From an optimization exercise on the open Yosys and OpenROAD flow, aimed at small area, a short achievable clock period and few clock cycles per item; shortcuts taken in it are not production practice.
The RTL was checked by simulation tests, not by an equivalence proof against the original design.
Power is estimated from default activity; no workload was simulated.

## MATRIX
module MATRIX(CLK, RESET, IN_VALID, IN, OUT_VALID, OUT);
input CLK;
input RESET;
input IN_VALID;
input [3:0] IN;
output reg OUT_VALID;
output [15:0] OUT;
reg [5:0] cnt;
reg [1:0] qa, qb, op;     
reg [2:0] ci, cj;         
reg [3:0] a [0:8];
reg [3:0] b [0:8];
reg [11:0] o;
assign OUT = {{4{o[11]}}, o};
integer n, n1;
always @(posedge CLK) begin
  if (cnt <= 6'd8 && (cnt != 6'd0 || IN_VALID)) begin
    for (n1 = 0; n1 < 8; n1 = n1 + 1) a[n1] <= a[n1+1];
    a[8] <= IN;
  end
  if (cnt >= 6'd9 && cnt <= 6'd17) begin
    for (n1 = 0; n1 < 8; n1 = n1 + 1) b[n1] <= b[n1+1];
    b[8] <= IN;
  end
end
reg f22, outmm, outas, outar, deta, detb;
always @(posedge CLK) begin
  f22 <= cnt == 6'd21;
  outmm <= cnt == 6'd21 || (cnt >= 6'd22 && cnt <= 6'd29 && opc == 2'd2);    
  outas <= cnt >= 6'd22 && cnt <= 6'd29 && !opc[1];                         
  outar <= cnt >= 6'd21 && cnt <= 6'd29;                                    
  deta <= cnt == 6'd8 || cnt == 6'd9 || cnt == 6'd12 || cnt == 6'd13 || cnt == 6'd16 || cnt == 6'd17;
  detb <= cnt == 6'd10 || cnt == 6'd11 || cnt == 6'd14 || cnt == 6'd15 || cnt == 6'd18 || cnt == 6'd19;
end
wire [1:0] opc = (cnt == 6'd22) ? IN[1:0] : op;    
wire isas = f22 ? !IN[1] : outas;                   
wire [3:0] Bc = (qb == 2'd0) ? b[0] : (qb == 2'd1) ? b[2] : (qb == 2'd2) ? b[8] : b[6];
function [2:0] rv;           
  input [2:0] x;
  rv = {x[0], x[1], x[2]};
endfunction
wire rowA = !qa[0];                        
wire revA = qa[1];                         
wire [2:0] idxA = (qa == 2'd0 || qa == 2'd3) ? ci : rv(ci);
wire rowB = qb[0];                         
wire revB = qb[0] ^ qb[1];
wire [2:0] idxB = (qb == 2'd0 || qb == 2'd1) ? cj : rv(cj);
reg [8:0] selA, selAR, selBL;
reg [2:0] alA, alB, alR;
reg [2:0] tau [0:2];
integer r, c, k, p;
always @* begin
  selA = 9'd0;
  for (r = 0; r < 3; r = r + 1)
    for (c = 0; c < 3; c = c + 1)
      selA[3*r+c] = outmm && (rowA ? idxA[r] : idxA[c]);
  if (cnt == 6'd9 || cnt == 6'd14) selA[0] = 1'b1;
  if (cnt == 6'd10 || cnt == 6'd17) selA[1] = 1'b1;
  if (cnt == 6'd13 || cnt == 6'd18) selA[2] = 1'b1;
  for (r = 0; r < 3; r = r + 1)
  ...
clock: 10.0 ns
lec_check: 0
cap_margin: 20
core_margin: 2
core_utilization: 60
cts_buf_list: sky130_fd_sc_hd__clkbuf_4 sky130_fd_sc_hd__clkbuf_8
setup_slack_margin: 5
slew_margin: 20
standard.sh (not shown) runs the stock make flow with config.mk's settings and CLKGATE_MAP_FILE= SYNTH_SCRIPT=/design/flow/synth_recipe.tcl, a recipe that flattens the netlist after the stock synthesis.
==> flow/flow/run.sh <==
#!/bin/bash
set -euo pipefail
bash standard.sh SETUP_SLACK_MARGIN=6.9 "BUFFER_PORTS_ARGS=-buffer_cell sky130_fd_sc_hd__buf_2" \
  "CTS_ARGS=-buf_list {sky130_fd_sc_hd__clkbuf_4 sky130_fd_sc_hd__clkbuf_8} -sink_clustering_enable -sink_clustering_size 30 -sink_clustering_max_diameter 120" \
  finish > standard.log 2>&1
The first run produced a clean layout.
Testbench counts at the start, summed over its fixed seeds: cycles 54,008, items 1,600.
Change:
==> flow/flow/run.sh (replaced) <==
#!/bin/bash
set -euo pipefail
bash standard.sh SETUP_SLACK_MARGIN=7 "BUFFER_PORTS_ARGS=-buffer_cell sky130_fd_sc_hd__buf_2" finish > standard.log 2>&1
--- a/flow/config.mk
+++ b/flow/config.mk
@@ -10 +10 @@
-export CORE_UTILIZATION = 60
+export CORE_UTILIZATION = 75
@@ -11,0 +12 @@
+export PLACE_DENSITY = 0.8
Worst setup slack loses 0.034 ns.
Design area came out higher by 1.3%.
Clock-buffer cell count stays the same.
Utilization climbs by 18 points.
Total power falls by 3.1%.
Sequential share of layout area fell by 0.39 points.

-- what the ideal ports hide --
How much do the figures lean on ideal ports? The routed layouts below were timed once more, with nothing changed but the port constraints.
Step 1: set_driving_cell puts a clkbuf_16 on CLK and a buf_2 on each other input, an assumption about the parent block.
Step 2 also shifts input and output timing later by t, the mid clock arrival at the registers, as if the neighbouring blocks saw the same clock.
Slacks: no drivers / after step 1 / after step 2; pairs: no drivers / after step 1.
run	t, ns	slack for setup (ns)	worst setup path after step 2	pins driven straight from the clock port
the first run	0.507	6.903 / 6.862 / 6.600	input to register	1
the second run	0.514	6.869 / 6.832 / 6.758	input to register	1
After both steps every run listed still meets setup and hold. The setup slack of the first run, which loses most, moves by -0.041 ns with the drivers and by -0.303 ns with both steps.
